From an optimization exercise on the open Yosys and OpenROAD flow, aimed at small area and a short achievable clock period; shortcuts taken in it are not production practice.
At most, simulation tests tie the RTL to the original design; equivalence was not proved.
Function not checked in run 7: the RTL went through the layout flow alone.
No activity file was given, so power comes from the tool's default toggle rates.

`flow/design.v`:
```
module Execution(
    input wire clk,
    input wire rst,
    input wire [6:0] opcode,
    input wire [4:0] dstin,
    input wire [31:0] src1,
    input wire [31:0] src2,
    input wire [9:0] offsetlo,
    output reg [31:0] result,
    output wire [6:0] memOp,
    output reg [9:0] MemAddr,
    input wire enable,
    output wire Nop21
    );
    reg doneMult;       
    reg multing;        
    reg [2:0] phase;    
    reg [31:0] ma;      
    reg [23:0] mb;      
    reg [3:0] bone, btwo, neg;   
    reg bprev;          
    reg [23:0] cs;      
    reg cy;             
    reg [1:0] mop;      
    wire isMul = (opcode == 7'h02);
    assign Nop21 = ~doneMult & (isMul | multing);
    assign memOp = {5'b00100, mop};
    wire isLS = (opcode[6:2] == 5'b00100);
    wire [31:0] pp0, pp1, pp2, pp3;
    wire [32:0] ma0 = {ma, 1'b0};
    genvar k, i;
    generate for (k = 0; k < 4; k = k + 1) begin : g_booth
        wire [31:0] row;
        for (i = 0; i < 32; i = i + 1) begin : g_bit
            if (i < 2*k) begin : g_z
                assign row[i] = 1'b0;
            end else begin : g_s
                assign row[i] = ((bone[k] & ma0[i-2*k+1]) | (btwo[k] & ma0[i-2*k])) ^ neg[k];
            end
        end
        if (k == 0) begin : g_r0 assign pp0 = row; end
        if (k == 1) begin : g_r1 assign pp1 = row; end
        if (k == 2) begin : g_r2 assign pp2 = row; end
        if (k == 3) begin : g_r3 assign pp3 = row; end
    end endgenerate
    wire t1, t2;
    assign {t2, t1} = cs[0] + result[0] + neg[0];
    wire t3, t4;
    assign {t4, t3} = cs[1] + result[1] + t2;
    wire t5, t6;
    assign {t6, t5} = cs[2] + result[2] + neg[1];
    wire t7, t8;
    assign {t8, t7} = t5 + pp0[2] + pp1[2];
    wire t9, t10;
    assign {t10, t9} = cs[3] + result[3] + t6;
    wire t11, t12;
    assign {t12, t11} = pp0[3] + pp1[3] + t9;
    wire t13, t14;
    assign {t14, t13} = cs[4] + result[4] + neg[2];
    wire t15, t16;
    assign {t16, t15} = t13 + pp0[4] + pp1[4];
    wire t17, t18;
    assign {t18, t17} = pp2[4] + t10 + t15;
    wire t19, t20;
    assign {t20, t19} = cs[5] + result[5] + t14;
    wire t21, t22;
    assign {t22, t21} = pp0[5] + pp1[5] + pp2[5];
    wire t23, t24;
    assign {t24, t23} = t19 + t16 + t21;
    wire t25, t26;
    assign {t26, t25} = cs[6] + result[6] + neg[3];
    wire t27, t28;
    assign {t28, t27} = t25 + pp0[6] + pp1[6];
    wire t29, t30;
    assign {t30, t29} = pp2[6] + pp3[6] + t20;
    wire t31, t32;
    assign {t32, t31} = t22 + t27 + t29;
    wire t33, t34;
    assign {t34, t33} = cs[7] + result[7] + t26;
    wire t35, t36;
    assign {t36, t35} = pp0[7] + pp1[7] + pp2[7];
    wire t37, t38;
    assign {t38, t37} = pp3[7] + t33 + t28;
    wire t39, t40;
    assign {t40, t39} = t35 + t30 + t37;
    wire t41, t42;
    assign {t42, t41} = cs[8] + result[8] + pp0[8];
    wire t43, t44;
    assign {t44, t43} = pp1[8] + pp2[8] + pp3[8];
    wire t45, t46;
    assign {t46, t45} = t34 + t36 + t41;
    wire t47, t48;
    assign {t48, t47} = t43 + t38 + t45;
    wire t49, t50;
    assign {t50, t49} = cs[9] + result[9] + pp0[9];
    wire t51, t52;
    assign {t52, t51} = pp1[9] + pp2[9] + pp3[9];
    wire t53, t54;
    assign {t54, t53} = t42 + t44 + t49;
    wire t55, t56;
    assign {t56, t55} = t51 + t46 + t53;
    wire t57, t58;
    assign {t58, t57} = cs[10] + result[10] + pp0[10];
    wire t59, t60;
    assign {t60, t59} = pp1[10] + pp2[10] + pp3[10];
    wire t61, t62;
    assign {t62, t61} = t50 + t52 + t57;
    wire t63, t64;
    assign {t64, t63} = t59 + t54 + t61;
    wire t65, t66;
    assign {t66, t65} = cs[11] + result[11] + pp0[11];
    wire t67, t68;
    assign {t68, t67} = pp1[11] + pp2[11] + pp3[11];
    wire t69, t70;
    assign {t70, t69} = t58 + t60 + t65;
    wire t71, t72;
    assign {t72, t71} = t67 + t62 + t69;
    wire t73, t74;
    assign {t74, t73} = cs[12] + result[12] + pp0[12];
    wire t75, t76;
    assign {t76, t75} = pp1[12] + pp2[12] + pp3[12];
    wire t77, t78;
    assign {t78, t77} = t66 + t68 + t73;
    wire t79, t80;
    assign {t80, t79} = t75 + t70 + t77;
    wire t81, t82;
    assign {t82, t81} = cs[13] + result[13] + pp0[13];
    wire t83, t84;
    assign {t84, t83} = pp1[13] + pp2[13] + pp3[13];
    wire t85, t86;
    assign {t86, t85} = t74 + t76 + t81;
    wire t87, t88;
    assign {t88, t87} = t83 + t78 + t85;
    wire t89, t90;
    assign {t90, t89} = cs[14] + result[14] + pp0[14];
    wire t91, t92;
    assign {t92, t91} = pp1[14] + pp2[14] + pp3[14];
    wire t93, t94;
    assign {t94, t93} = t82 + t84 + t89;
    wire t95, t96;
    assign {t96, t95} = t91 + t86 + t93;
    wire t97, t98;
    assign {t98, t97} = cs[15] + result[15] + pp0[15];
    wire t99, t100;
    assign {t100, t99} = pp1[15] + pp2[15] + pp3[15];
    wire t101, t102;
    assign {t102, t101} = t90 + t92 + t97;
    wire t103, t104;
    assign {t104, t103} = t99 + t94 + t101;
    wire t105, t106;
    assign {t106, t105} = cs[16] + result[16] + pp0[16];
    wire t107, t108;
    assign {t108, t107} = pp1[16] + pp2[16] + pp3[16];
    wire t109, t110;
    assign {t110, t109} = t100 + t98 + t105;
    wire t111, t112;
    assign {t112, t111} = t107 + t102 + t109;
    wire t113, t114;
    assign {t114, t113} = cs[17] + result[17] + pp0[17];
    wire t115, t116;
    assign {t116, t115} = pp1[17] + pp2[17] + pp3[17];
    wire t117, t118;
    assign {t118, t117} = t106 + t108 + t113;
    wire t119, t120;
    assign {t120, t119} = t115 + t110 + t117;
    wire t121, t122;
    assign {t122, t121} = cs[18] + result[18] + pp0[18];
    wire t123, t124;
    assign {t124, t123} = pp1[18] + pp2[18] + pp3[18];
    wire t125, t126;
    assign {t126, t125} = t114 + t116 + t121;
    wire t127, t128;
    assign {t128, t127} = t123 + t118 + t125;
    wire t129, t130;
    assign {t130, t129} = cs[19] + result[19] + pp0[19];
    wire t131, t132;
    assign {t132, t131} = pp1[19] + pp2[19] + pp3[19];
    wire t133, t134;
    assign {t134, t133} = t122 + t124 + t129;
    wire t135, t136;
    assign {t136, t135} = t131 + t126 + t133;
    wire t137, t138;
    assign {t138, t137} = cs[20] + result[20] + pp0[20];
    wire t139, t140;
    assign {t140, t139} = pp1[20] + pp2[20] + pp3[20];
    wire t141, t142;
    assign {t142, t141} = t130 + t132 + t137;
    wire t143, t144;
    assign {t144, t143} = t139 + t134 + t141;
    wire t145, t146;
    assign {t146, t145} = cs[21] + result[21] + pp0[21];
    wire t147, t148;
    assign {t148, t147} = pp1[21] + pp2[21] + pp3[21];
    wire t149, t150;
    assign {t150, t149} = t138 + t140 + t145;
    wire t151, t152;
    assign {t152, t151} = t147 + t142 + t149;
    wire t153, t154;
    assign {t154, t153} = cs[22] + result[22] + pp0[22];
    wire t155, t156;
    assign {t156, t155} = pp1[22] + pp2[22] + pp3[22];
    wire t157, t158;
    assign {t158, t157} = t146 + t148 + t153;
    wire t159, t160;
    assign {t160, t159} = t155 + t150 + t157;
    wire t161, t162;
    assign {t162, t161} = cs[23] + result[23] + pp0[23];
    wire t163, t164;
    assign {t164, t163} = pp1[23] + pp2[23] + pp3[23];
    wire t165, t166;
    assign {t166, t165} = t154 + t156 + t161;
    wire t167, t168;
    assign {t168, t167} = t163 + t158 + t165;
    wire t169, t170;
    assign {t170, t169} = result[24] + pp0[24] + pp1[24];
    wire t171, t172;
    assign {t172, t171} = pp2[24] + pp3[24] + t162;
    wire t173, t174;
    assign {t174, t173} = t164 + t169 + t166;
    wire t175, t176;
    assign {t176, t175} = t171 + t168;
    wire t177, t178;
    assign {t178, t177} = result[25] + pp0[25] + pp1[25];
    wire t179, t180;
    assign {t180, t179} = pp2[25] + pp3[25] + t170;
    wire t181, t182;
    assign {t182, t181} = t177 + t172 + t179;
    wire t183, t184;
    assign {t184, t183} = t174 + t181;
    wire t185, t186;
    assign {t186, t185} = result[26] + pp0[26] + pp1[26];
    wire t187, t188;
    assign {t188, t187} = pp2[26] + pp3[26] + t178;
    wire t189, t190;
    assign {t190, t189} = t185 + t180 + t187;
    wire t191, t192;
    assign {t192, t191} = t182 + t189;
    wire t193, t194;
    assign {t194, t193} = result[27] + pp0[27] + pp1[27];
    wire t195, t196;
    assign {t196, t195} = pp2[27] + pp3[27] + t186;
    wire t197, t198;
    assign {t198, t197} = t193 + t188 + t195;
    wire t199, t200;
    assign {t200, t199} = t190 + t197;
    wire t201, t202;
    assign {t202, t201} = result[28] + pp0[28] + pp1[28];
    wire t203, t204;
    assign {t204, t203} = pp2[28] + pp3[28] + t194;
    wire t205, t206;
    assign {t206, t205} = t201 + t196 + t203;
    wire t207, t208;
    assign {t208, t207} = t198 + t205;
    wire t209, t210;
    assign {t210, t209} = result[29] + pp0[29] + pp1[29];
    wire t211, t212;
    assign {t212, t211} = pp2[29] + pp3[29] + t202;
    wire t213, t214;
    assign {t214, t213} = t209 + t204 + t211;
    wire t215, t216;
    assign {t216, t215} = t206 + t213;
    wire t217, t218;
    assign {t218, t217} = result[30] + pp0[30] + pp1[30];
    wire t219, t220;
    assign {t220, t219} = pp2[30] + pp3[30] + t210;
    wire t221, t222;
    assign {t222, t221} = t217 + t212 + t219;
    wire t223, t224;
    assign {t224, t223} = t214 + t221;
    wire t225, t226;
    assign {t226, t225} = result[31] + pp0[31] + pp1[31];
    wire t227, t228;
    assign {t228, t227} = pp2[31] + pp3[31] + t218;
    wire t229, t230;
    assign {t230, t229} = t225 + t220 + t227;
    wire t231, t232;
    assign {t232, t231} = t222 + t229;
    wire [31:0] sa = {t224, t216, t208, t200, t192, t184, t176, t173, t160, t152, t144, t136, t128, t120, t112, t104, t96, t88, t80, t72, t64, t56, t48, t40, t32, t24, t18, t12, t8, t4, pp0[1], pp0[0]};
    wire [31:0] sb = {t231, t223, t215, t207, t199, t191, t183, t175, t167, t159, t151, t143, t135, t127, t119, t111, t103, t95, t87, t79, t71, t63, t55, t47, t39, t31, t23, t17, t11, t7, t3, t1};
    wire [8:0] fin = sa[7:0] + sb[7:0] + {7'd0, cy};
    wire [23:0] keep = (phase == 3'd2) ? 24'hFF0000 :
                       (phase == 3'd3) ? 24'hFFFF00 :
                       (phase == 3'd4) ? 24'hFFFFFF : 24'h000000;
    wire [31:0] acc = {(keep & result[31:8]) | (~keep & sa[31:8]), fin[7:0]};
    wire [31:0] accr = {acc[7:0], acc[31:8]};
    wire [7:0] nbyte = (phase == 3'd0) ? src2[7:0] :
                       (phase == 3'd1) ? mb[7:0] :
                       (phase == 3'd2) ? mb[15:8] : mb[23:16];
    wire [8:0] nw9 = {nbyte, (phase == 3'd0) ? 1'b0 : bprev};
    wire [3:0] none, ntwo, nneg;
    generate for (k = 0; k < 4; k = k + 1) begin : g_enc
        wire b0 = nw9[2*k], b1 = nw9[2*k+1], b2 = nw9[2*k+2];
        assign none[k] = b1 ^ b0;
        assign ntwo[k] = (b2 & ~b1 & ~b0) | (~b2 & b1 & b0);
        assign nneg[k] = b2;
    end endgenerate
    wire sub = opcode[0];
    wire [32:0] alu33 = {src1, 1'b1} + {src2 ^ {32{sub}}, sub};
    wire [31:0] alu = alu33[32:1];
    always @(posedge clk) begin
        if (rst) begin
            doneMult <= 1'b0;
            multing <= 1'b0;
            phase <= 3'd0;
            result <= 32'd0;
        end else if (enable) begin
            case (opcode)
                7'h00, 7'h01: result <= alu;
                7'h02: begin
                    if (phase == 3'd0) begin
                        result <= 32'd0;
                        phase <= 3'd1;
                        multing <= 1'b1;
                    end else if (phase == 3'd5) begin
                        doneMult <= 1'b1;
                        multing <= 1'b0;
                        phase <= 3'd0;
                    end else begin
                        result <= accr;
                        phase <= phase + 3'd1;
                    end
                end
                7'h10, 7'h11, 7'h12, 7'h13: result <= src1;
                7'h3F: ;
                default: result <= 32'hFFFFFFFF;
            endcase
        end
    end
    always @(posedge clk) begin
        if (enable & isMul) begin
            if (phase == 3'd0) begin
                ma <= src1;
                mb <= src2[31:8];
                cs <= 24'd0;
                cy <= 1'b0;
            end else begin
                cs <= sb[31:8];
                cy <= fin[8];
            end
            bone <= none;
            btwo <= ntwo;
            neg <= nneg;
            bprev <= nbyte[7];
        end
    end
    always @(posedge clk) begin
        if (~rst & enable & isLS) begin
            MemAddr <= offsetlo + {5'd0, dstin};
            mop <= opcode[1:0];
        end
    end
endmodule
```
`flow/flow/run.sh`:
```
#!/bin/bash
# The standard layout, with plain buffers (buf_1) on the ports instead of
# the delay cells buffer_ports picks by default. Timing repair resizes them.
set -euo pipefail
export BUFFER_PORTS_ARGS="-buffer_cell sky130_fd_sc_hd__buf_1"
bash standard.sh > standard_flow.log 2>&1
```
`flow/standard.sh`:
```
#!/bin/bash
# synth_recipe.tcl (not shown) runs the flow's synth.tcl, then flattens the netlist and writes it again
# the make line also repeats each setting of config.mk as NAME=value (left out here)
make -C /OpenROAD-flow-scripts/flow DESIGN_CONFIG=/design/flow/config.mk WORK_HOME=/design/flow/orfs CLKGATE_MAP_FILE= SYNTH_SCRIPT=/design/flow/synth_recipe.tcl "${@:-finish}"
```
`flow/config.mk`:
```
export PLATFORM = sky130hd
export DESIGN_NAME = Execution
export DESIGN_NICKNAME = Execution
export VERILOG_FILES = /design/flow/design.v
export SDC_FILE = /design/flow/constraint.sdc
export NUM_CORES = 4
export LEC_CHECK = 0
export CAP_MARGIN = 20
export CORE_MARGIN = 2
export CORE_UTILIZATION = 40
export SETUP_SLACK_MARGIN = 4.5
export SLEW_MARGIN = 20
```
`flow/constraint.sdc`:
```
create_clock -name core_clock -period 9.0 [get_ports {clk}]
set_input_delay 1.8000 -clock core_clock [delete_from_list [all_inputs] [get_ports {clk}]]
set_output_delay 1.8000 -clock core_clock [all_outputs]
set_load 0.01 [all_outputs]
```
==> impl_metrics.ini, run 1 <==
[run_status]
status = complete, no violations

[die]
design.portCount = 139
initial_core_util = 0.406
die_h_um = 186
num_rows = 66
core-area_mm2 = 0.0325
dieArea_mm2 = 0.0345
die-width_um = 186

[clocking]
cts_buffers = 17
clock_latency_ps = 430
clk_path_buf_depth = 2
clock-sinks = 142
path_clk_slew_ps = 60
htree_levels = 4
cts-root-buf = clkbuf_16
cts_tree = built

[sta]
tns_ps = 0
fin_crit_sh = 0.525
relSlewSlack = 0.247
period_needed_ps = 4730
tightestPinTransition_ps = 1120
setup_ws_ps = 4270
fmax_mhz = 212
worst_clock_skew_ps = 8.45
rsz0062_at_grt = yes
setup_viol = 0
slew_viol_final = 0
hold_viol = 0

[detailed_routing]
drt_iter0_markers = 1073
drc = 0
drt_first_pass_iters = 6
wl_um = 43000
wire_per_inst_um = 22.8
drtAntennaViolNets = 0
vias = 10791
vias_per_cell = 5.72

[worst_hold_path]
min_from = doneMult
min_to = doneMult
whs_path_depth = 2
hold_class = reg -> reg

[power]
intPower_uw = 1270
combPwrFrac = 0.269
p_sw_uw = 642
ir_drop_mv = 0.0800
p_sw_frac = 0.336
powerDensity_mw_per_mm2 = 130
leakagePower_uw = 0.00567
seq_power_share = 0.388
power_frac_clock = 0.343

[setup_path]
critPathMaxStageDelay_ps = 350
crit_family = simple AND/OR/NAND/NOR gates
critPathMaxFanout = 2
cpMostUsedCell = nor2_1
cp.arrival_ps = 2930
rr_endpoint = result[29]
r2r-start = neg[2]
critPathSlowestCell = nor4_4
worstPathRequired_ps = 7200
end_kind = output port
critPathKind = in -> out
startpoint_type = input port
rrSetupSlack_ps = 4870
critPathBufInv = 3
worst_r2r_path_depth = 12
worstPathCellList = clkbuf_2 > buf_12 > nand2b_4 > nor4_4 > nor2_1 > nor2_1 > buf_2

[synth]
synth_edf_count = 105
syn_area_per_cell_um2 = 9.74
yosys_warnings = 1
synth_top_area_frac = 0.238
synth_most_common_cell = xor2_1
ys_ff_latch = 142
syn_inst = 1358
ys_types = 76
syn_area_mm2 = 0.0132
ys_seq_area_frac = 0.294
synthFlopType = edfxtp_1
synthTopCellsByCount = xor2_1 (144), inv_1 (114), a22oi_1 (113), fa_1 (108), edfxtp_1 (105)
synth_area_leaders = edfxtp_1 (24%), fa_1 (16%), xor2_1 (9.5%)
synthArstFlopShare = 0
synth_largest_area_cell = edfxtp_1

[grt]
first_global_vias = 10632
grt-ovfl-total = 0
grt_use_total = 0.254
antenna_found_initial = 0
grt_pass1_wl_um = 64900
grt_start_max_net_pins = 57

[cells_and_area]
multi_input_area_mm2 = 0.00854
area_growth_pct = 11.0
nets = 1678
drive_above_1_share = 0.0603
n_antenna_cell = 0
regArea_mm2 = 0.00389
fillers = 3199

[placement]
dp_slack_ps = 3820
gp_congestion = 0.903
port-buffer-count = 133
dp_hpwl_um = 32200

[run]
drv_cap = 0
==> worst reg2reg max path: stages, from the launching register on <==
cell,delay (ps)
edfxtp_1,320
buf_4,460
fa_1,540
inv_1,80
fa_1,460
fa_1,530
inv_1,50
ha_1,300
a21boi_0,250
nor2_1,80
xnor2_1,600
a221oi_1,200
o211ai_1,190
==> cell usage in the layout, fill, tap and decap left out, drive strengths merged, types with 11 or more instances in the layout <==
master / count
buf: 155
nand2b: 11
a221oi: 15
xor2: 144
o21ai: 52
fa: 108
a21oi: 69
a22oi: 113
edfxtp: 105
inv: 117
dfxtp: 37
xnor2: 52
nor2b: 14
mux2i: 16
nor3: 26
nor2: 97
a21o: 22
nand2: 60
ha: 51
clkbuf: 23
a211oi: 14
==> metrics by stage <==
stage,area [µm²],hold WS (ps),instances,power [µW],utilization
6_report,14700,509,1885,1910,0.451
5_1_grt,14700,541,1885,1990,0.451
4_1_cts,14600,517,1884,1900,0.449
3_5_place_dp,14000,501,1848,1250,0.431
3_3_place_gp,14000,451,1848,1240,0.431
2_1_floorplan,13200,437,1361,1070,-
==> state kept, by name (all words and copies together) (netlist names) <==
| name | cells |
|---|---|
| doneMult | 1 |
| btwo | 4 |
| result | 32 |
| cy | 1 |
| neg | 3 |
| cs | 24 |
| bone | 4 |
| MemAddr | 10 |
| multing | 1 |
| bprev | 1 |
| mb | 24 |
| ma | 32 |
| phase | 3 |
| mop | 2 |
==> power by group through the flow <==
stage / registers [µW] / logic [µW] / clock network (µW)
final: 741 / 513 / 655
after global routing: 742 / 562 / 686
after CTS: 741 / 500 / 661
after detailed placement: 755 / 492 / 0
after global placement: 755 / 487 / 0
after floorplan: 745 / 323 / 0
==> how the worst max path moves through the flow <==
stage               from    end  slack [ps]  depth (start not counted)
2_1_floorplan  opcode[3]  Nop21        4390                          4
3_3_place_gp   opcode[3]  Nop21        3840                          6
3_5_place_dp   opcode[3]  Nop21        3820                          6
4_1_cts        opcode[2]  Nop21        4250                          6
5_1_grt        opcode[2]  Nop21        4220                          6
6_report       opcode[0]  Nop21        4270                          7
==> repair_timing <==
action | 4_1_cts | 5_1_grt
cloned | 1 | 1
pin swaps | 3 | 0
hold buffers | 0 | 0
buffers inserted | 3 | 0
setup endpoints to repair | 57 | 16
gates resized for setup | 6 | 9
==> kinds of logic after synthesis <==
kind of cell	after synthesis	synth area share
AOI/OAI and AO/OA	363	0.190
xor gates and xnor gates	196	0.130
adders and majority gates	159	0.212
buffers and inverters	223	0.0685
DFF	142	0.294
muxes	18	0.0138
other	2	0.000568
and+or+nand+nor	255	0.0906
==> area by class of cell <==
cell class,count,area share
multi-input combinational,997,0.582
sequential,142,0.265
timing repair buffer,158,0.0499
tap,442,0.0377
clock buffer,21,0.0300
inverter,114,0.0292
clock inverter,11,0.00597
==> per-layer routing <==
metal | GRT usage | share of wire | up-vias
met5 | 0 | 0 | -
met4 | 0.117 | 0.045 | 0
met3 | 0.0565 | 0.089 | 58
met2 | 0.377 | 0.44 | 540
met1 | 0.353 | 0.43 | 5300
li1 | - | - | 4893
==> inputs of run 2 (changes only) <==
==> flow/run.sh (new file) <==
#!/bin/bash
# synth_recipe.tcl (not shown) runs the flow's synth.tcl, then flattens the netlist and writes it again
# the make line also repeats each setting of config.mk as NAME=value (left out here)
make -C /OpenROAD-flow-scripts/flow DESIGN_CONFIG=/design/flow/config.mk WORK_HOME=/design/flow/orfs CLKGATE_MAP_FILE= SYNTH_SCRIPT=/design/flow/synth_recipe.tcl finish
removed: flow/flow/run.sh
removed: flow/standard.sh
==> run 2 against run 1 <==
Compared with the run above: final cell count about the same; first-iteration DRC count down 4.8%; clock-buffer cell count down 4; sequential cell count unchanged; via count down 1.0%; combinational power up 6.6%; hold slack worse by 23 ps; worst setup slack better by 10 ps; largest power group unchanged.
==> impl_metrics.ini, run 2 <==
[sta]
setup_viol = 0
hold_ws_ps = 486
rsz0062_at_grt = yes
relSlewSlack = 0.318
fin_crit_sh = 0.524
tns_ps = 0
period_needed_ps = 4720
tightestPinTransition_ps = 1020
hold_viol = 0
fmax_mhz = 212
slew_viol_final = 0
worst_clock_skew_ps = 16.9

[synth]
synth_xor_area_frac = 0.130
synthArstFlopShare = 0
synth_most_common_cell = xor2_1
synth_area_leaders = edfxtp_1 (24%), fa_1 (16%), xor2_1 (9.5%)
synthFlopType = edfxtp_1
synth-adder-area-share = 0.212
synth_top_family_by_area = adder cells
ys_types = 76
syn_area_mm2 = 0.0132
synth_simple_gate_area_share = 0.0906
syn_area_per_cell_um2 = 9.74
synth_edf_count = 105
ys_ff_latch = 142
synthTopCellsByCount = xor2_1 (144), inv_1 (114), a22oi_1 (113), fa_1 (108), edfxtp_1 (105)
syn_inst = 1358
synth_compound_gate_area_share = 0.190
ys_seq_area_frac = 0.294
yosys_warnings = 1
synth_largest_area_cell = edfxtp_1
synth_top_area_frac = 0.238
synth.area.mux_share = 0.0138

[run]
drv_cap = 0

[cells_and_area]
n_antenna_cell = 0
drive_above_1_share = 0.0665
final_cell_mix = xor2_1 (143), clkdlybuf4s50_1 (125), inv_1 (114), a22oi_1 (113), fa_1 (108)
fin_cells = 1886
fin_area_mm2 = 0.0155
top_regs = ma (32), result (32)
nets = 1679
area_growth_pct = 17.4
final_common_cell = xor2_1

[setup_path]
end_kind = output port
startpoint_type = input port
critPathMaxFanout = 2
critPathKind = in -> out
cp.arrival_ps = 2920
worstPathRequired_ps = 7200

[power]
leakagePower_uw = 0.00607
ir_drop_mv = 0.0967
powerDensity_mw_per_mm2 = 127

[clocking]
clock-sinks = 142
clk_path_buf_depth = 2
path_clk_slew_ps = 70
cts_buffers = 17
clock_latency_ps = 440
cts_tree = built
cts-root-buf = clkbuf_16
htree_levels = 4
postCtsHoldBufs = 0

[placement]
dp_hpwl_um = 32000
dp.cells = 1849
port-buffer-count = 133
placed_cell_area_mm2 = 0.0148
gp_congestion = 0.895

[grt]
grt_use_total = 0.256
grt_pass1_wl_um = 65700
antenna_found_initial = 1
grt-ovfl-total = 0
grt_start_max_net_pins = 57
first_global_vias = 10757

[worst_hold_path]
hold_class = reg -> reg

[die]
num_rows = 66
initial_core_util = 0.406
die-width_um = 186
core-area_mm2 = 0.0325
dieArea_mm2 = 0.0345
design.portCount = 139
die_h_um = 186

[detailed_routing]
vias = 10678
drt_iter0_markers = 1022
drt_first_pass_iters = 6
drc = 0
vias_per_cell = 5.66
drtAntennaViolNets = 0
wire_per_inst_um = 22.7
wl_um = 42800

[run_status]
status = complete, no violations
## run 2: cell counts after synthesis
No cell type changed its count.
## run 2: critical path, stage by stage
cell and delay (ps):
buf_6 90, or3_4 390, nor4_4 130, buf_4 180
nor2_1 50, nor2_1 120, buf_2 150
## run 2: final cells by class
| type | instances | area (µm²) |
|---|---|---|
| repair buffers | 160 | 1550 |
| inverters | 114 | 428 |
| fillers | 3085 | 17000 |
| flip-flops and latches | 142 | 3890 |
| clock buffers | 17 | 425 |
| well taps | 442 | 553 |
| clock inverters | 15 | 120 |
| multi-input cells | 996 | 8550 |
## run 2: metal layers
| metal | track usage | vias up | wire [µm] |
|---|---|---|---|
| met2 | 0.389 | 520 | 19200 |
| met3 | 0.0618 | 54 | 4020 |
| met5 | 0 | - | 0 |
| met4 | 0.0945 | 0 | 1470 |
| li1 | - | 4896 | - |
| met1 | 0.355 | 5208 | 18200 |
## run 2: path summary, 6_finish.rpt
path	start	endpoint	slack [ps]	cells after the start
hold reg to reg	doneMult	doneMult	490	2
hold / removal	doneMult	doneMult	490	2
setup / recovery	opcode[5]	Nop21	4280	7
setup reg to reg	neg[2]	result[29]	4830	12
## run 2: logic make-up after synthesis
kind of cell / Yosys count
AOI/OAI and AO/OA: 363
and+or+nand+nor: 255
buffers and inverters: 223
xor gates and xnor gates: 196
adders and majority gates: 159
DFF: 142
muxes: 18
other: 2
## run 2: repair_timing
action	CTS	global route
pin swaps	4	2
setup buffers	4	0
hold endpoints to repair	0	0
resized for setup	25	14
gates cloned	1	0
setup endpoints to repair	57	11
## run 2: through the flow
step	utilization	power (µW)	setup slack (ps)
2_1_floorplan	-	1070	4390
3_3_place_gp	0.456	1280	3080
3_5_place_dp	0.456	1280	3100
4_1_cts	0.475	1970	4260
5_1_grt	0.477	2060	4240
6_report	0.477	1970	4280
## run 2: report_power, final
group	internal (µW)	leakage (µW)	switching [µW]
combinational	237	0.00452	310
clock	361	0.000274	324
sequential	714	0.00128	25.6
==> inputs of run 3 (changes only) <==
--- a/flow/design.v
+++ b/flow/design.v
@@ -24,5 +24,5 @@
     reg [1:0] mop;      
     wire isMul = (opcode == 7'h02);
-    assign Nop21 = ~doneMult & (isMul | multing);
+    assign Nop21 = ~doneMult & isMul;
     assign memOp = {5'b00100, mop};
     wire isLS = (opcode[6:2] == 5'b00100);
@@ -284,8 +284,8 @@
     wire [31:0] acc = {(keep & result[31:8]) | (~keep & sa[31:8]), fin[7:0]};
     wire [31:0] accr = {acc[7:0], acc[31:8]};
-    wire [7:0] nbyte = (phase == 3'd0) ? src2[7:0] :
+    wire [7:0] nbyte = ~multing ? src2[7:0] :
                        (phase == 3'd1) ? mb[7:0] :
                        (phase == 3'd2) ? mb[15:8] : mb[23:16];
-    wire [8:0] nw9 = {nbyte, (phase == 3'd0) ? 1'b0 : bprev};
+    wire [8:0] nw9 = {nbyte, multing & bprev};
     wire [3:0] none, ntwo, nneg;
     generate for (k = 0; k < 4; k = k + 1) begin : g_enc
@@ -328,6 +328,6 @@
     end
     always @(posedge clk) begin
-        if (enable & isMul) begin
-            if (phase == 3'd0) begin
+        if (enable) begin
+            if (~multing) begin
                 ma <= src1;
                 mb <= src2[31:8];
==> flow/flow/run.sh (new file) <==
#!/bin/bash
# The standard layout, with plain buffers (buf_1) on the ports instead of
# the delay cells buffer_ports picks by default. Timing repair resizes them.
set -euo pipefail
export BUFFER_PORTS_ARGS="-buffer_cell sky130_fd_sc_hd__buf_1"
bash standard.sh > standard_flow.log 2>&1
==> flow/standard.sh (new file) <==
#!/bin/bash
# synth_recipe.tcl (not shown) runs the flow's synth.tcl, then flattens the netlist and writes it again
# the make line also repeats each setting of config.mk as NAME=value (left out here)
make -C /OpenROAD-flow-scripts/flow DESIGN_CONFIG=/design/flow/config.mk WORK_HOME=/design/flow/orfs CLKGATE_MAP_FILE= SYNTH_SCRIPT=/design/flow/synth_recipe.tcl "${@:-finish}"
--- a/flow/config.mk
+++ b/flow/config.mk
@@ -9,4 +9,4 @@
 export CORE_MARGIN = 2
 export CORE_UTILIZATION = 40
-export SETUP_SLACK_MARGIN = 4.5
+export SETUP_SLACK_MARGIN = 5.0
 export SLEW_MARGIN = 20
removed: flow/run.sh
==> run 3 against run 2 <==
Compared with the run above: highest routed layer is now met5; area after synthesis decreased by 0.82%; sequential cell count stayed put; hold slack better by 30 ps; non-clock buffer count rose by 36; critical path depth shrank 2; still clean on timing, DRC and antenna; register-to-register slack better by 100 ps; clock power down 2%; routed wire length is 3.5% higher; sequential share of layout area about the same; synthesized cell count fell by 3.0%.
==> impl_metrics.ini, run 3 <==
[run_status]
status = complete, no violations

[detailed_routing]
route.met3.wl_um = 3750
drt_first_pass_iters = 5
drt_iter0_markers = 1248
drtAntennaViolNets = 0
wl_met1_um = 18500
wl_um = 44300
vias = 10940
wire_per_inst_um = 23.5
wl_met2_um = 20800
vias_per_cell = 5.81
top_layer_used = met5
drc = 0

[setup_path]
startpoint_type = input port
worstPathRequired_ps = 7200
cp.arrival_ps = 2680
critPathKind = in -> out
end_kind = output port
critPathMaxFanout = 2

[die]
die_h_um = 185
dieArea_mm2 = 0.0342
die-width_um = 185
num_rows = 66
initial_core_util = 0.405
core-area_mm2 = 0.0324
design.portCount = 139

[grt]
grt-ovfl-total = 0
grt_start_max_net_pins = 52
grt_pass1_wl_um = 65900
antenna_found_initial = 1
first_global_vias = 10798
grt_use_total = 0.260

[clocking]
cts_tree = built
path_clk_slew_ps = 60
clk_path_buf_depth = 2
cts_buffers = 17
cts-root-buf = clkbuf_16
clock_latency_ps = 440
postCtsHoldBufs = 0
clock-sinks = 142
htree_levels = 4

[synth]
yosys_warnings = 1
syn_area_mm2 = 0.0131
synth_top_area_frac = 0.240
ys_types = 70
synthArstFlopShare = 0
synthTopCellsByCount = xor2_1 (139), inv_1 (116), a22oi_1 (112), fa_1 (108), edfxtp_1 (105)
synthFlopType = edfxtp_1
synth_largest_area_cell = edfxtp_1
synth_most_common_cell = xor2_1
syn_area_per_cell_um2 = 9.96
ys_ff_latch = 142
synth_area_leaders = edfxtp_1 (24%), fa_1 (16%), xor2_1 (9.3%)
ys_seq_area_frac = 0.297
syn_inst = 1317
synth_edf_count = 105

[power]
leakagePower_uw = 0.00613
powerDensity_mw_per_mm2 = 215
intPower_uw = 1900
ir_drop_mv = 0.114
seq_power_share = 0.246
combPwrFrac = 0.554
power_frac_clock = 0.200
p_sw_frac = 0.433
p_sw_uw = 1450

[run]
drv_cap = 0

[worst_hold_path]
hold_class = reg -> reg

[cells_and_area]
fillers = 3098
drive_above_1_share = 0.133
area_growth_pct = 18.3
final_cell_mix = xor2_1 (131), buf_1 (127), inv_1 (116), a22oi_1 (112), fa_1 (108)
top_regs = ma (32), result (32)
final_common_cell = xor2_1
nets = 1676
n_antenna_cell = 0
final_util = 0.479
fin_cells = 1883

[sta]
tns_ps = 0
worst_clock_skew_ps = 11.0
setup_viol = 0
hold_viol = 0
rsz0062_at_grt = yes
slew_viol_final = 0
period_needed_ps = 4480
relSlewSlack = 0.341
fin_crit_sh = 0.498
fmax_mhz = 223
tightestPinTransition_ps = 988

[placement]
gp_congestion = 0.947
dp.cells = 1813
port-buffer-count = 133
dp_hpwl_um = 31800
## run 3: cell count changes after synthesis, sizes merged, moves of 5 or more
cell / before / now
a211o: 1 / 8
a21o: 22 / 32
a21oi: 69 / 59
and2: 7 / 14
nand2: 60 / 37
nor2: 97 / 67
nor2b: 14 / 24
xnor2: 52 / 57
xor2: 144 / 139
## run 3: final timing paths
kind / startpoint / endpoint / slack [ps] / depth (start not counted)
min reg2reg: multing / multing / 520 / 2
max reg2reg: bprev / result[31] / 4930 / 13
max: opcode[2] / Nop21 / 4520 / 5
min: multing / multing / 520 / 2
## run 3: what timing repair did
action | in CTS | in global routing
resized for setup | 56 | 54
pin swaps | 42 | 41
setup endpoints to repair | 26 | 26
setup buffers | 26 | 9
cloned | 3 | 0
## run 3: cells by family (layout without fill, tap and decap cells)
| kind of cell | after synthesis | after routing | share of synthesized area |
|---|---|---|---|
| other | 2 | 5 | 0.000573 |
| AND/OR/NAND/NOR | 213 | 213 | 0.0808 |
| buffers and inverters | 224 | 345 | 0.0676 |
| multiplexers | 17 | 17 | 0.0133 |
| AO/OA/AOI/OAI | 364 | 364 | 0.196 |
| XOR/XNOR | 196 | 196 | 0.131 |
| adder cells (fa/ha/maj) | 159 | 159 | 0.214 |
| flip-flops | 142 | 142 | 0.297 |
## run 3: critical path: stages
cell and delay (ps):
buf_8 100, nor4_4 270, and4bb_2 270, nor2b_4 140, buf_6 100
## run 3: layout make-up
class | count | area [µm²] | area share
inverter | 117 | 439 | 0.0283
multi-input combinational | 954 | 8940 | 0.576
sequential | 142 | 3890 | 0.251
timing repair buffer | 196 | 1140 | 0.0738
clock buffer | 19 | 433 | 0.0279
clock inverter | 13 | 109 | 0.00702
tap | 442 | 553 | 0.0357
## run 3: metal layers
metal	up-vias	GRT usage
li1	4838	-
met1	5457	0.358
met2	563	0.414
met3	80	0.0458
met4	2	0.0905
met5	-	0
## run 3: stage by stage
stage / area (µm²) / hold WS, ps / setup slack, ps / total power [µW]
global route: 15500 / 550 / 4480 / 3560
finish: 15500 / 516 / 4520 / 3340
CTS: 15200 / 523 / 4510 / 3250
floorplan: 13300 / 498 / 4460 / 1970
detailed placement: 14100 / 509 / 3910 / 2520
global placement: 14100 / 492 / 3960 / 2510
## run 3: power groups by stage
stage	sequential (µW)	clock [µW]	combinational, µW
final	823	668	1850
after detailed placement	836	0	1690
after global placement	836	0	1670
after floorplan	806	0	1170
after global routing	829	694	2040
after CTS	822	670	1760
==> inputs of run 4 (changes only) <==
--- a/flow/config.mk
+++ b/flow/config.mk
@@ -9,4 +9,4 @@
 export CORE_MARGIN = 2
 export CORE_UTILIZATION = 40
-export SETUP_SLACK_MARGIN = 5.0
+export SETUP_SLACK_MARGIN = 4.0
 export SLEW_MARGIN = 20
==> run 4 against run 3 <==
Compared with the run above: still clean on timing, DRC and antenna; worst setup slack worse by 290 ps; final cell count down 2.0%; sequential cell count unchanged; critical path depth unchanged; area after synthesis unchanged.
==> impl_metrics.ini, run 4 <==
[run_status]
status = complete, no violations

[synth]
synth_largest_area_cell = edfxtp_1
synth_area_leaders = edfxtp_1 (24%), fa_1 (16%), xor2_1 (9.3%)
synth_top_area_frac = 0.240
ys_types = 70
ys_ff_latch = 142
synthFlopType = edfxtp_1
synthTopCellsByCount = xor2_1 (139), inv_1 (116), a22oi_1 (112), fa_1 (108), edfxtp_1 (105)
synthArstFlopShare = 0
syn_area_mm2 = 0.0131
syn_inst = 1317
yosys_warnings = 1
synth_most_common_cell = xor2_1
syn_area_per_cell_um2 = 9.96
synth_edf_count = 105
ys_seq_area_frac = 0.297

[cells_and_area]
nets = 1639
top_regs = ma (32), result (32)
drive_above_1_share = 0.0563
regArea_mm2 = 0.00389
fillers = 3207
area_growth_pct = 11.1
n_antenna_cell = 0
multi_input_area_mm2 = 0.00837
final_common_cell = xor2_1
final_cell_mix = xor2_1 (139), buf_1 (130), inv_1 (116), a22oi_1 (112), fa_1 (108)

[run]
drv_cap = 0

[setup_path]
r2r-start = bprev
worstPathRequired_ps = 7200
startpoint_type = input port
rrSetupSlack_ps = 4680
critPathKind = in -> out
rr_endpoint = result[31]
worst_r2r_path_depth = 13
end_kind = output port
critPathMaxFanout = 5
cp.arrival_ps = 2970

[clocking]
cts_resized = 0
cts_buffers = 17
postCtsSetupRepairBufs = 0
cts-root-buf = clkbuf_16
clock_latency_ps = 440
path_clk_slew_ps = 60
cts_tree = built
postCtsHoldBufs = 0
htree_levels = 4
clk_path_buf_depth = 2
clock-sinks = 142

[detailed_routing]
wl_um = 42200
vias = 10484
drc = 0
drt_iter0_markers = 1332
wire_per_inst_um = 22.8
drtAntennaViolNets = 0
drt_first_pass_iters = 6
vias_per_cell = 5.68

[worst_hold_path]
min_to = doneMult
whs_path_depth = 2
min_from = doneMult
hold_class = reg -> reg

[grt]
first_global_vias = 10412
grt_pass1_wl_um = 64100
antenna_found_initial = 0
grt-ovfl-total = 0
grt_use_total = 0.253
grt_start_max_net_pins = 49

[die]
initial_core_util = 0.405
die_h_um = 185
design.portCount = 139
num_rows = 66
core-area_mm2 = 0.0324
dieArea_mm2 = 0.0342
die-width_um = 185

[sta]
setup_viol = 0
tightestPinTransition_ps = 748
fmax_mhz = 210
relSlewSlack = 0.488
tns_ps = 0
slew_viol_final = 0
hold_viol = 0
period_needed_ps = 4770
rsz0062_at_grt = no
worst_clock_skew_ps = 13.5
fin_crit_sh = 0.530

[placement]
dp_hpwl_um = 32300
gp_congestion = 0.946
port-buffer-count = 133

[power]
leakagePower_uw = 0.00585
p_total_uw = 3250
powerDensity_mw_per_mm2 = 223
ir_drop_mv = 0.125
==> run 4: changes by cell type in the layout (fill, tap and decap cells not counted), sizes merged <==
cell	previous run	this run
clkbuf	21	22
buf	194	156
clkinv	3	1
clkinvlp	6	3
bufinv	0	3
inv	121	123
==> run 4: logic make-up (layout without fill, tap and decap cells) <==
logic type	after synthesis	after routing	share of synthesized area
flip-flops	142	142	0.297
multiplexers	17	17	0.0133
adder cells (fa/ha/maj)	159	159	0.214
AND/OR/NAND/NOR	213	213	0.0808
XOR/XNOR	196	196	0.131
AO/OA/AOI/OAI	364	364	0.196
other	2	5	0.000573
buffers and inverters	224	308	0.0676
==> run 4: how the worst max path moves through the flow <==
stage | start | endpoint | slack (ps) | cells past startpoint
final | opcode[3] | Nop21 | 4230 | 5
after floorplan | opcode[0] | result[31] | 4060 | 12
after global routing | opcode[3] | Nop21 | 4120 | 5
after detailed placement | opcode[0] | result[24] | 3820 | 12
after CTS | opcode[3] | Nop21 | 4080 | 5
after global placement | opcode[0] | result[15] | 3870 | 12
==> run 4: power by group <==
part	internal, µW	leakage, µW	total (µW)	switching, µW
Clock	443	0.000288	755	312
Combinational	682	0.00422	1660	981
Sequential	766	0.00134	827	61.1
Total	1890	0.00585	3250	1350
==> run 4: worst max-delay path, stage by stage <==
cell and delay, ps:
buf_1 100, nor4_2 400, and4bb_2 360, nor2b_1 150, buf_1 160
==> run 4: final cells by class <==
type / count / share of cell area
sequential: 142 / 0.267
tap: 442 / 0.0380
clock buffer: 19 / 0.0297
clock inverter: 13 / 0.0121
multi-input combinational: 954 / 0.575
inverter: 117 / 0.0301
timing repair buffer: 159 / 0.0482
==> run 4: per-stage QoR <==
| step | instance area, µm² | worst slack (ps) | cells | utilization | hold WS [ps] |
|---|---|---|---|---|---|
| after floorplan | 13100 | 4060 | 1320 | - | 437 |
| after detailed placement | 13900 | 3820 | 1814 | 0.431 | 468 |
| final | 14600 | 4230 | 1846 | 0.450 | 475 |
| after CTS | 14600 | 4080 | 1846 | 0.450 | 482 |
| after global placement | 13900 | 3870 | 1813 | 0.431 | 466 |
| after global routing | 14600 | 4120 | 1846 | 0.450 | 518 |
==> run 4: per-layer routing <==
metal	global-route usage	wire length [µm]	vias up
met5	0	0	-
met4	0.0648	790	0
met3	0.0470	3100	46
met2	0.406	19800	440
met1	0.354	18500	5229
li1	-	-	4769
==> inputs of run 5 (changes only) <==
--- a/flow/config.mk
+++ b/flow/config.mk
@@ -9,4 +9,5 @@
 export CORE_MARGIN = 2
 export CORE_UTILIZATION = 40
-export SETUP_SLACK_MARGIN = 4.0
+export CTS_BUF_LIST = sky130_fd_sc_hd__clkbuf_4 sky130_fd_sc_hd__clkbuf_8
+export SETUP_SLACK_MARGIN = 4.5
 export SLEW_MARGIN = 20
==> run 5 against run 4 <==
Compared with the run above: still clean on timing, DRC and antenna; total power shrank 6.9%; sequential cell count is the same; die area is the same; fmax grew 6.1%; first-iteration DRC count shrank 6.8%; clock skew grew 2.4 ps; area after synthesis is the same; core utilization shrank 0.21 points; hold slack gained 20 ps; largest cell class unchanged; largest power group unchanged.
==> impl_metrics.ini, run 5 <==
[setup_path]
critPathMaxFanout = 2
startpoint_type = input port
crit_path_start = opcode[2]
end_kind = output port
cp.arrival_ps = 2700
r2r-start = bprev
critPathKind = in -> out
worstPathRequired_ps = 7200

[detailed_routing]
drtAntennaViolNets = 0
drt_iter0_markers = 1242
drt_first_pass_iters = 8
wl_um = 42500
vias_per_cell = 5.72
wire_per_inst_um = 22.9
vias = 10602
drc = 0

[cells_and_area]
area_growth_pct = 10.6
nets = 1647
final_cell_mix = xor2_1 (139), buf_1 (127), inv_1 (116), a22oi_1 (112), fa_1 (108)
multi_input_area_mm2 = 0.00842
regArea_mm2 = 0.00389
fillers = 3208
top_regs = ma (32), result (32)
drive_above_1_share = 0.0687
fin_cells = 1855
final_common_cell = xor2_1
fin_area_mm2 = 0.0145

[placement]
placed_cell_area_mm2 = 0.0140
dp.cells = 1814
dp_hpwl_um = 32000
port-buffer-count = 133
gp_congestion = 0.936

[sta]
setup_viol = 0
relSlewSlack = 0.492
slew_viol_final = 0
tns_ps = 0
period_needed_ps = 4500
hold_ws_ps = 496
fmax_mhz = 222
fin_crit_sh = 0.500
tightestPinTransition_ps = 744
rsz0062_at_grt = yes
hold_viol = 0
worst_clock_skew_ps = 15.8

[die]
initial_core_util = 0.405
dieArea_mm2 = 0.0342
die_h_um = 185
core-area_mm2 = 0.0324
design.portCount = 139
num_rows = 66
die-width_um = 185

[synth]
synthFlopType = edfxtp_1
syn_inst = 1317
synth_simple_gate_area_share = 0.0808
synth_edf_count = 105
synthTopCellsByCount = xor2_1 (139), inv_1 (116), a22oi_1 (112), fa_1 (108), edfxtp_1 (105)
synth_most_common_cell = xor2_1
ys_types = 70
synth_compound_gate_area_share = 0.196
syn_area_per_cell_um2 = 9.96
synth_top_family_by_area = adder cells
ys_ff_latch = 142
synth.area.mux_share = 0.0133
ys_seq_area_frac = 0.297
synth-adder-area-share = 0.214
synth_xor_area_frac = 0.131
synth_largest_area_cell = edfxtp_1
synth_area_leaders = edfxtp_1 (24%), fa_1 (16%), xor2_1 (9.3%)
synthArstFlopShare = 0
synth_top_area_frac = 0.240
syn_area_mm2 = 0.0131
yosys_warnings = 1

[clocking]
cts_tree = built
clk_path_buf_depth = 2
clock-sinks = 142
cts_buffers = 17
htree_levels = 4
postCtsHoldBufs = 0
clock_latency_ps = 480
cts-root-buf = clkbuf_8
path_clk_slew_ps = 90

[worst_hold_path]
hold_class = reg -> reg
min_from = doneMult

[power]
leakagePower_uw = 0.00583
p_total_uw = 3020
ir_drop_mv = 0.100
power_frac_clock = 0.165
p_sw_uw = 1360
p_sw_frac = 0.449
seq_power_share = 0.273
combPwrFrac = 0.562
intPower_uw = 1660
powerDensity_mw_per_mm2 = 208

[grt]
grt_start_max_net_pins = 51
antenna_found_initial = 1
first_global_vias = 10443
grt-ovfl-total = 0
grt_pass1_wl_um = 64100
grt_use_total = 0.253

[run_status]
status = complete, no violations

[run]
drv_cap = 0
-- run 5: cell counts after synthesis --
Identical to the previous run, type by type.
-- run 5: cell type report --
type / count / area share
antenna: 1 / 0.000173
clock inverter: 14 / 0.00863
inverter: 117 / 0.0303
clock buffer: 18 / 0.0167
sequential: 142 / 0.269
tap: 442 / 0.0381
multi-input combinational: 954 / 0.580
timing repair buffer: 167 / 0.0571
-- run 5: per-stage QoR --
step	setup slack (ps)	util
after floorplan	4410	-
after global placement	3860	0.432
after detailed placement	3800	0.432
after CTS	4500	0.444
after global routing	4430	0.448
final	4500	0.448
-- run 5: metal layers --
layer | global-route usage | up-vias | wire length (µm)
li1 | - | 4790 | -
met1 | 0.347 | 5227 | 18100
met2 | 0.393 | 507 | 19400
met3 | 0.0547 | 78 | 3590
met4 | 0.0930 | 0 | 1390
met5 | 0 | - | 0
-- run 5: worst max-delay path, stage by stage --
cell	delay [ps]
buf_8	100
nor4_4	270
and4bb_2	260
nor2b_1	120
buf_2	140
-- run 5: logic make-up (layout without fill, tap and decap cells) --
group	after synthesis	after routing
XOR/XNOR	196	196
multiplexers	17	17
adder cells (fa/ha/maj)	159	159
AO/OA/AOI/OAI	364	364
buffers and inverters	224	316
flip-flops	142	142
other	2	6
AND/OR/NAND/NOR	213	213
-- run 5: what timing repair did --
action	4_1_cts	5_1_grt
gates cloned	0	2
setup buffers	2	4
gates resized for setup	7	12
setup endpoints to repair	14	11
pin swaps	2	5
-- run 5: power by group through the flow --
| stage | Clock [µW] | Combinational [µW] | Sequential (µW) |
|---|---|---|---|
| 6_report | 499 | 1700 | 824 |
| 3_3_place_gp | 0 | 1660 | 839 |
| 4_1_cts | 506 | 1690 | 823 |
| 5_1_grt | 535 | 1900 | 830 |
| 3_5_place_dp | 0 | 1670 | 838 |
| 2_1_floorplan | 0 | 1150 | 806 |
-- run 5: path summary, 6_finish.rpt --
| kind | end | slack (ps) | depth (start not counted) |
|---|---|---|---|
| setup reg to reg | result[31] | 4810 | 13 |
| hold / removal | doneMult | 500 | 2 |
| setup / recovery | Nop21 | 4500 | 5 |
| hold reg to reg | doneMult | 500 | 2 |
==> inputs of run 6 (changes only) <==
--- a/flow/config.mk
+++ b/flow/config.mk
@@ -9,5 +9,4 @@
 export CORE_MARGIN = 2
 export CORE_UTILIZATION = 40
-export CTS_BUF_LIST = sky130_fd_sc_hd__clkbuf_4 sky130_fd_sc_hd__clkbuf_8
 export SETUP_SLACK_MARGIN = 4.5
 export SLEW_MARGIN = 20
==> run 6 against run 5 <==
Compared with the run above: clock-buffer cell count is the same; total power up 6.1%; worst setup slack worse by 61 ps; still clean; non-clock buffer count did not move.
==> impl_metrics.ini, run 6 <==
[run_status]
status = complete, no violations

[synth]
yosys_warnings = 1
syn_area_per_cell_um2 = 9.96
synth_edf_count = 105
syn_inst = 1317
synth_most_common_cell = xor2_1
ys_ff_latch = 142
synthTopCellsByCount = xor2_1 (139), inv_1 (116), a22oi_1 (112), fa_1 (108), edfxtp_1 (105)
synthFlopType = edfxtp_1
synth_largest_area_cell = edfxtp_1
synthArstFlopShare = 0
synth_area_leaders = edfxtp_1 (24%), fa_1 (16%), xor2_1 (9.3%)
ys_types = 70
ys_seq_area_frac = 0.297
synth_top_area_frac = 0.240
syn_area_mm2 = 0.0131

[setup_path]
end_kind = output port
crit_end = Nop21
critPathMaxFanout = 4
r2r-start = bprev
rrSetupSlack_ps = 4770
critPathSlowestCell = nor4_4
critPathMaxStageDelay_ps = 320
rr_endpoint = result[31]
cp.arrival_ps = 2760
crit_path_start = opcode[2]
worstPathCellList = buf_1 > nor4_4 > and4bb_2 > nor2b_1 > buf_2
worstPathRequired_ps = 7200
startpoint_type = input port
worst_r2r_path_depth = 13
critPathKind = in -> out

[sta]
hold_viol = 0
fmax_mhz = 219
relSlewSlack = 0.502
period_needed_ps = 4560
slew_viol_final = 0
tns_ps = 0
worst_clock_skew_ps = 14.7
rsz0062_at_grt = yes
hold_ws_ps = 481
fin_crit_sh = 0.506
setup_viol = 0
tightestPinTransition_ps = 729

[cells_and_area]
nets = 1647
drive_above_1_share = 0.0673
area_growth_pct = 11.9
top_regs = ma (32), result (32)
fin_cells = 1855
final_common_cell = xor2_1
final_cell_mix = xor2_1 (139), buf_1 (128), inv_1 (116), a22oi_1 (112), fa_1 (108)

[placement]
gp_congestion = 0.936
port-buffer-count = 133
dp.cells = 1814
dp_hpwl_um = 32000

[grt]
grt_use_met1 = 0.350
first_global_vias = 10476
gr-usage-met3 = 0.0531
grt-ovfl-total = 0
antenna_found_initial = 2
grt_util_met2 = 0.393
grt_use_total = 0.253
grt_start_max_net_pins = 51
grt_pass1_wl_um = 64300
busiest_layer = met2

[die]
initial_core_util = 0.405
dieArea_mm2 = 0.0342
design.portCount = 139
die_h_um = 185
core-area_mm2 = 0.0324
num_rows = 66
die-width_um = 185

[clocking]
postCtsHoldBufs = 0
cts_tree = built
clock-sinks = 142
htree_levels = 4
cts_buffers = 17
clock_latency_ps = 440
cts-root-buf = clkbuf_16
path_clk_slew_ps = 60
clk_path_buf_depth = 2

[detailed_routing]
vias = 10700
wl_um = 42400
wire_per_inst_um = 22.8
drt_first_pass_iters = 6
drt_iter0_markers = 1234
vias_per_cell = 5.77
drc = 0
drtAntennaViolNets = 0

[worst_hold_path]
whs_path_depth = 2
hold_class = reg -> reg

[run]
drv_cap = 0

[power]
leakagePower_uw = 0.00590
ir_drop_mv = 0.102
powerDensity_mw_per_mm2 = 218
-- run 6: worst min path at each step --
| stage | startpoint | endpoint | slack (ps) |
|---|---|---|---|
| after global placement | doneMult | doneMult | 460 |
| final | doneMult | doneMult | 480 |
| after detailed placement | doneMult | doneMult | 470 |
| after floorplan | doneMult | doneMult | 440 |
| after global routing | doneMult | doneMult | 540 |
| after CTS | doneMult | doneMult | 490 |
-- run 6: layout make-up --
type / count / area, µm²
clock inverter: 14 / 125
clock buffer: 18 / 429
inverter: 117 / 439
timing repair buffer: 167 / 817
tap: 442 / 553
fill: 3186 / 17700
sequential: 142 / 3890
multi-input combinational: 954 / 8420
antenna: 1 / 2.50
-- run 6: power by group --
group          leakage, µW  switching [µW]  internal, µW
clock             0.000272             319           363
combinational      0.00429            1010           695
sequential         0.00134            58.8           766
-- run 6: worst max-delay path: cells and delay by family --
kind	cells	cell delay, ps
buf+inv	2	250
simple gates	3	710
-- run 6: stage by stage --
| step | setup WS, ps | util | power (µW) | instance area (µm²) |
|---|---|---|---|---|
| 6_report | 4440 | 0.453 | 3210 | 14700 |
| 5_1_grt | 4380 | 0.453 | 3450 | 14700 |
| 4_1_cts | 4370 | 0.450 | 3200 | 14600 |
| 3_5_place_dp | 3800 | 0.432 | 2510 | 14000 |
| 3_3_place_gp | 3860 | 0.432 | 2500 | 14000 |
| 2_1_floorplan | 4410 | - | 1950 | 13200 |
-- run 6: kinds of logic (layout without fill, tap and decap cells) --
group	count (synthesis)	after routing	share of synthesized area
other cells	2	6	0.000573
xor+xnor	196	196	0.131
buf+inv	224	316	0.0676
compound gates	364	364	0.196
mux	17	17	0.0133
simple gates	213	213	0.0808
fa+ha+maj	159	159	0.214
flops	142	142	0.297
-- run 6: repair_timing --
| action | CTS | global route |
|---|---|---|
| resized for setup | 5 | 11 |
| pin swaps | 1 | 7 |
| buffers inserted | 1 | 5 |
| gates cloned | 0 | 2 |
| endpoints found under the hold margin | 0 | 0 |
| setup endpoints to repair | 15 | 14 |
-- run 6: metal layers --
metal,wire length (µm),vias up
met5,0,-
met4,1450,0
met3,3660,83
met2,19300,539
met1,18000,5281
li1,-,4797
==> inputs of run 7 (changes only) <==
--- a/flow/design.v
+++ b/flow/design.v
@@ -298,4 +298,17 @@
     wire [32:0] alu33 = {src1, 1'b1} + {src2 ^ {32{sub}}, sub};
     wire [31:0] alu = alu33[32:1];
+    wire isAS = (opcode[6:1] == 6'd0);
+    wire isNop = (opcode == 7'h3F);
+    wire isOther = ~isAS & ~isMul & ~isLS & ~isNop;
+    wire mstep = multing & (phase != 3'd5);
+    wire selA = ~rst & isAS;
+    wire selL = ~rst & isLS;
+    wire selM = ~rst & isMul & mstep;
+    wire selO = ~rst & isOther;
+    wire rHold = ~rst & (~enable | isNop | (isMul & (phase == 3'd5)));
+    wire [31:0] rd = ({32{selA}} & alu) | ({32{selL}} & src1) | ({32{selM}} & accr) | {32{selO}};
+    always @(posedge clk) begin
+        if (~rHold) result <= rd;
+    end
     always @(posedge clk) begin
         if (rst) begin
@@ -303,26 +316,15 @@
             multing <= 1'b0;
             phase <= 3'd0;
-            result <= 32'd0;
-        end else if (enable) begin
-            case (opcode)
-                7'h00, 7'h01: result <= alu;
-                7'h02: begin
-                    if (phase == 3'd0) begin
-                        result <= 32'd0;
-                        phase <= 3'd1;
-                        multing <= 1'b1;
-                    end else if (phase == 3'd5) begin
-                        doneMult <= 1'b1;
-                        multing <= 1'b0;
-                        phase <= 3'd0;
-                    end else begin
-                        result <= accr;
-                        phase <= phase + 3'd1;
-                    end
-                end
-                7'h10, 7'h11, 7'h12, 7'h13: result <= src1;
-                7'h3F: ;
-                default: result <= 32'hFFFFFFFF;
-            endcase
+        end else if (enable & isMul) begin
+            if (phase == 3'd0) begin
+                phase <= 3'd1;
+                multing <= 1'b1;
+            end else if (phase == 3'd5) begin
+                doneMult <= 1'b1;
+                multing <= 1'b0;
+                phase <= 3'd0;
+            end else begin
+                phase <= phase + 3'd1;
+            end
         end
     end
==> run 7 against run 6 <==
Compared with the run above: sequential power rose by 4.6%; still clean on timing, DRC and antenna; first-iteration DRC count fell by 18%; via count fell by 1.0%; core utilization fell by 0.79 points; worst setup slack improved by 3.8 ps; total power rose by 2.3%; final cell count fell by 0.22%; largest cell class unchanged.
==> impl_metrics.ini, run 7 <==
[run_status]
status = complete, no violations

[grt]
grt-ovfl-total = 0
grt_pass1_wl_um = 65000
antenna_found_initial = 0
first_global_vias = 10526
grt_use_total = 0.246
grt_start_max_net_pins = 54

[detailed_routing]
wl_um = 42800
drt_first_pass_iters = 5
top_layer_used = met4
wl_met1_um = 18500
vias = 10589
drc = 0
wl_met2_um = 20300
drtAntennaViolNets = 0
vias_per_cell = 5.72
drt_iter0_markers = 1015
wire_per_inst_um = 23.1
route.met3.wl_um = 3150

[sta]
slew_viol_final = 0
period_needed_ps = 4550
tns_ps = 0
worst_clock_skew_ps = 18.8
relSlewSlack = 0.283
fin_crit_sh = 0.506
fmax_mhz = 220
hold_viol = 0
setup_viol = 0
setup_ws_ps = 4450
tightestPinTransition_ps = 1070
rsz0062_at_grt = yes

[power]
leakagePower_uw = 0.00582
powerDensity_mw_per_mm2 = 221
ir_drop_mv = 0.177

[placement]
gp_congestion = 0.939
dp_slack_ps = 3940
dp_hpwl_um = 32000
port-buffer-count = 133

[synth]
syn_area_mm2 = 0.0134
synth_most_common_cell = xor2_1
syn_area_per_cell_um2 = 10.2
synth_area_leaders = edfxtp_1 (31%), fa_1 (16%), xor2_1 (9.7%)
syn_inst = 1323
synth_edf_count = 137
synth_top_area_frac = 0.306
synthFlopType = edfxtp_1
synthTopCellsByCount = xor2_1 (149), edfxtp_1 (137), inv_1 (120), a22oi_1 (113), fa_1 (108)
synth_largest_area_cell = edfxtp_1
ys_ff_latch = 142
ys_types = 75
ys_seq_area_frac = 0.314
yosys_warnings = 1
synthArstFlopShare = 0

[die]
die-width_um = 187
dieArea_mm2 = 0.0351
die_h_um = 187
num_rows = 67
initial_core_util = 0.404
core-area_mm2 = 0.0333
design.portCount = 139

[cells_and_area]
n_antenna_cell = 0
drive_above_1_share = 0.0670
final_common_cell = xor2_1
nets = 1637
top_regs = ma (32), result (32)
final_cell_mix = xor2_1 (148), edfxtp_1 (137), buf_1 (129), inv_1 (120), a22oi_1 (113)
fillers = 3201
area_growth_pct = 10.4

[setup_path]
worstPathCellList = buf_6 > or4_4 > nor4_4 > buf_2
rrSetupSlack_ps = 4730
rr_endpoint = result[31]
end_kind = output port
r2r-start = bone[0]
critPathKind = in -> out
cp.arrival_ps = 2750
startpoint_type = input port
worstPathRequired_ps = 7200
critPathMaxFanout = 2
critPathMaxStageDelay_ps = 560
worst_r2r_path_depth = 12
critPathSlowestCell = or4_4

[clocking]
cts_buffers = 17
postCtsHoldBufs = 0
htree_levels = 4
clk_path_buf_depth = 2
cts_tree = built
cts-root-buf = clkbuf_16
clock-sinks = 142
path_clk_slew_ps = 70
clock_latency_ps = 440

[worst_hold_path]
hold_class = reg -> reg
whs_path_depth = 2
min_from = doneMult
min_to = doneMult

[run]
drv_cap = 0
run 7: how the worst max path moves through the flow:
stage / startpoint / to / slack, ps
2_1_floorplan: opcode[0] / result[29] / 4520
4_1_cts: opcode[5] / Nop21 / 4430
5_1_grt: opcode[5] / Nop21 / 4430
6_report: opcode[5] / Nop21 / 4450
3_5_place_dp: opcode[0] / result[29] / 3940
3_3_place_gp: opcode[0] / result[29] / 3940
run 7: per-layer routing:
metal,up-vias,GRT usage
met5,-,0
met4,0,0.0739
met3,58,0.0385
met2,467,0.397
met1,5310,0.341
li1,4754,-
run 7: kinds of logic after synthesis:
logic type	after synthesis	synth area share
AOI/OAI and AO/OA	360	0.182
xor gates and xnor gates	201	0.131
adders and majority gates	158	0.208
buffers and inverters	233	0.0718
DFF	142	0.314
muxes	18	0.0143
other	2	0.000559
and+or+nand+nor	209	0.0784
run 7: final cells by class:
type                            count  area (µm²)  area share
Clock buffer                       17         425      0.0287
Sequential cell                   142        4210       0.284
Tap cell                          448         561      0.0378
Timing Repair Buffer              157         703      0.0474
Inverter                          121         454      0.0306
Clock inverter                     15         154      0.0104
Multi-Input combinational cell    951        8310       0.561
run 7: timing repair:
item	CTS	global route
buffers inserted	1	1
hold endpoints to repair	0	0
resized for setup	3	6
setup endpoints to repair	7	10
pin swaps	1	0
run 7: report_power, final:
| part | switching [µW] | internal [µW] | total [µW] |
|---|---|---|---|
| clock | 329 | 391 | 720 |
| sequential | 67.0 | 796 | 863 |
| combinational | 1010 | 685 | 1700 |
| total | 1410 | 1870 | 3280 |
run 7: worst max-delay path, delay by kind of cell:
family	cells	cell delay, ps
buf+inv	2	260
simple gates	2	700
run 7: through the flow:
step,instances,total power [µW],utilization,hold WS (ps),cell area [µm²]
floorplan,1326,1990,-,497,13500
global placement,1817,2530,0.427,523,14200
detailed placement,1817,2540,0.427,527,14200
CTS,1850,3270,0.444,540,14800
global route,1851,3510,0.445,575,14800
finish,1851,3280,0.445,538,14800
==> inputs of run 8 (changes only) <==
--- a/flow/design.v
+++ b/flow/design.v
@@ -20,5 +20,5 @@
     reg [3:0] bone, btwo, neg;   
     reg bprev;          
-    reg [23:0] cs;      
+    reg [7:0] cs8;      
     reg cy;             
     reg [1:0] mop;      
@@ -27,4 +27,6 @@
     assign memOp = {5'b00100, mop};
     wire isLS = (opcode[6:2] == 5'b00100);
+    wire first = (phase == 3'd1);
+    wire [23:0] cs = {ma[31:24] & {8{~first}}, mb[7:0] & {8{~first}}, cs8};
     wire [31:0] pp0, pp1, pp2, pp3;
     wire [32:0] ma0 = {ma, 1'b0};
@@ -330,12 +332,19 @@
     end
     always @(posedge clk) begin
+        if (~multing) begin
+            ma <= src1;
+            mb <= src2[31:8];
+        end else if (enable) begin
+            ma[31:24] <= sb[31:24];
+            mb[7:0] <= sb[23:16];
+        end
+    end
+    always @(posedge clk) begin
         if (enable) begin
             if (~multing) begin
-                ma <= src1;
-                mb <= src2[31:8];
-                cs <= 24'd0;
+                cs8 <= 8'd0;
                 cy <= 1'b0;
             end else begin
-                cs <= sb[31:8];
+                cs8 <= sb[15:8];
                 cy <= fin[8];
             end
--- a/flow/config.mk
+++ b/flow/config.mk
@@ -9,4 +9,5 @@
 export CORE_MARGIN = 2
 export CORE_UTILIZATION = 40
+export CTS_BUF_LIST = sky130_fd_sc_hd__clkbuf_4 sky130_fd_sc_hd__clkbuf_8
 export SETUP_SLACK_MARGIN = 4.5
 export SLEW_MARGIN = 20
==> run 8 against run 7 <==
Compared with the run above: critical path type unchanged; total power grew 4.0%; sequential cell count shrank 16; clock power shrank 28%; via count shrank 4.4%; hold slack lost 67 ps; synthesized cell count shrank 5.5%; combinational power grew 22%; sequential share of layout area shrank 1.5 points; fmax is essentially flat; die area shrank 5.8%; still clean; register-to-register slack is essentially flat.
==> impl_metrics.ini, run 8 <==
[setup_path]
critPathKind = in -> out
rr_endpoint = result[31]
worst_r2r_path_depth = 14
worstPathRequired_ps = 7200
rrSetupSlack_ps = 4720
cp.arrival_ps = 2750
critPathMaxFanout = 3
startpoint_type = input port
end_kind = output port
r2r-start = bprev

[synth]
ys_seq_area_frac = 0.295
synthArstFlopShare = 0
synth_area_leaders = edfxtp_1 (29%), fa_1 (17%), xor2_1 (10%)
syn_inst = 1250
synth_largest_area_cell = edfxtp_1
yosys_warnings = 1
ys_types = 64
syn_area_mm2 = 0.0126
syn_area_per_cell_um2 = 10.1
synthFlopType = edfxtp_1
ys_ff_latch = 126
synth_most_common_cell = xor2_1
synth_top_area_frac = 0.287
synth_edf_count = 121
synthTopCellsByCount = xor2_1 (147), edfxtp_1 (121), a22oi_1 (114), fa_1 (108), inv_1 (95)

[placement]
dp.cells = 1709
gp_congestion = 0.908
dp_hpwl_um = 30400
port-buffer-count = 133

[detailed_routing]
vias = 10123
vias_per_cell = 5.81
drc = 0
wire_per_inst_um = 23.1
wl_um = 40200
drt_first_pass_iters = 6
drtAntennaViolNets = 0
drt_iter0_markers = 1034

[die]
num_rows = 65
dieArea_mm2 = 0.0330
die-width_um = 182
initial_core_util = 0.404
design.portCount = 139
core-area_mm2 = 0.0313
die_h_um = 182

[clocking]
postCtsHoldBufs = 0
path_clk_slew_ps = 70
cts-root-buf = clkbuf_8
cts_buffers = 17
htree_levels = 4
clock_latency_ps = 480
clock-sinks = 126
cts_tree = built
clk_path_buf_depth = 2

[sta]
period_needed_ps = 4550
relSlewSlack = 0.268
hold_viol = 0
tns_ps = 0
rsz0062_at_grt = yes
fmax_mhz = 220
worst_clock_skew_ps = 13.2
slew_viol_final = 0
setup_viol = 0
tightestPinTransition_ps = 1100
fin_crit_sh = 0.506

[cells_and_area]
nets = 1575
area_growth_pct = 9.77
final_cell_mix = xor2_1 (147), buf_1 (131), edfxtp_1 (121), a22oi_1 (114), fa_1 (108)
fin_cells = 1743
final_util = 0.443
top_regs = ma (32), result (32), mb (24)
n_antenna_cell = 0
drive_above_1_share = 0.0708
final_common_cell = xor2_1

[grt]
grt_start_max_net_pins = 59
first_global_vias = 10026
grt_pass1_wl_um = 61500
grt-ovfl-total = 0
grt_use_total = 0.248
antenna_found_initial = 0

[worst_hold_path]
min_from = doneMult
min_to = doneMult
whs_path_depth = 2
hold_class = reg -> reg

[power]
leakagePower_uw = 0.00549
p_total_uw = 3410
ir_drop_mv = 0.159
powerDensity_mw_per_mm2 = 246

[run]
drv_cap = 0

[run_status]
status = complete, no violations
-- run 8: worst max-delay path by stage --
stage,startpoint,end,cells after the start
floorplan,opcode[0],result[26],14
global placement,opcode[0],result[26],13
detailed placement,opcode[0],result[26],13
CTS,opcode[5],Nop21,6
global route,opcode[5],Nop21,6
finish,opcode[5],Nop21,6
-- run 8: timing repair --
item | 4_1_cts | 5_1_grt
setup endpoints to repair | 4 | 6
pin swaps | 2 | 1
gates resized for setup | 4 | 6
gates cloned | 0 | 0
setup buffers | 1 | 1
-- run 8: per-stage QoR --
stage	area, µm²	hold slack (ps)	worst slack (ps)
3_5_place_dp	13400	459	3890
2_1_floorplan	12700	437	4480
6_report	13900	471	4450
3_3_place_gp	13400	453	3970
4_1_cts	13800	477	4460
5_1_grt	13900	493	4390
-- run 8: per-layer routing --
metal,up-vias,wire [µm],global-route usage
met4,0,1270,0.0872
met5,-,0,0
met3,81,3350,0.0497
met2,509,18200,0.385
met1,4996,17400,0.346
li1,4537,-,-
-- run 8: logic make-up (layout without fill, tap and decap cells) --
logic type | after synthesis | in the layout | synth area share
multiplexers | 32 | 32 | 0.0271
other | 2 | 5 | 0.000594
buffers and inverters | 198 | 286 | 0.0622
flip-flops | 126 | 126 | 0.295
XOR/XNOR | 198 | 198 | 0.137
adder cells (fa/ha/maj) | 158 | 158 | 0.221
AND/OR/NAND/NOR | 196 | 196 | 0.0719
AO/OA/AOI/OAI | 340 | 340 | 0.185
-- run 8: critical path, cell delays in order --
cell      delay (ps)
buf_1             90
nor3_2           190
nand2b_1         130
nor3b_4          230
nor2b_1          160
buf_2            140
-- run 8: report_power, final --
| part | total, µW | leakage (µW) | switching, µW | internal (µW) |
|---|---|---|---|---|
| registers | 809 | 0.00128 | 86.4 | 723 |
| logic | 2080 | 0.00402 | 1250 | 834 |
| clock network | 522 | 0.000195 | 247 | 275 |
-- run 8: cell type report --
class | instances | area (µm²)
clock buffers | 19 | 249
clock inverters | 13 | 148
fillers | 2986 | 17400
inverters | 96 | 360
multi-input cells | 929 | 8180
flip-flops and latches | 126 | 3730
well taps | 402 | 503
repair buffers | 158 | 702

Re-timed with assumed drivers on the ports (clkbuf_16 on the clock, buf_2 on other inputs), run 8 has 4.426 ns of setup slack against 4.447 ns with ideal ports, and 4.174 ns once port delays also move by the mid clock arrival of 0.526 ns.
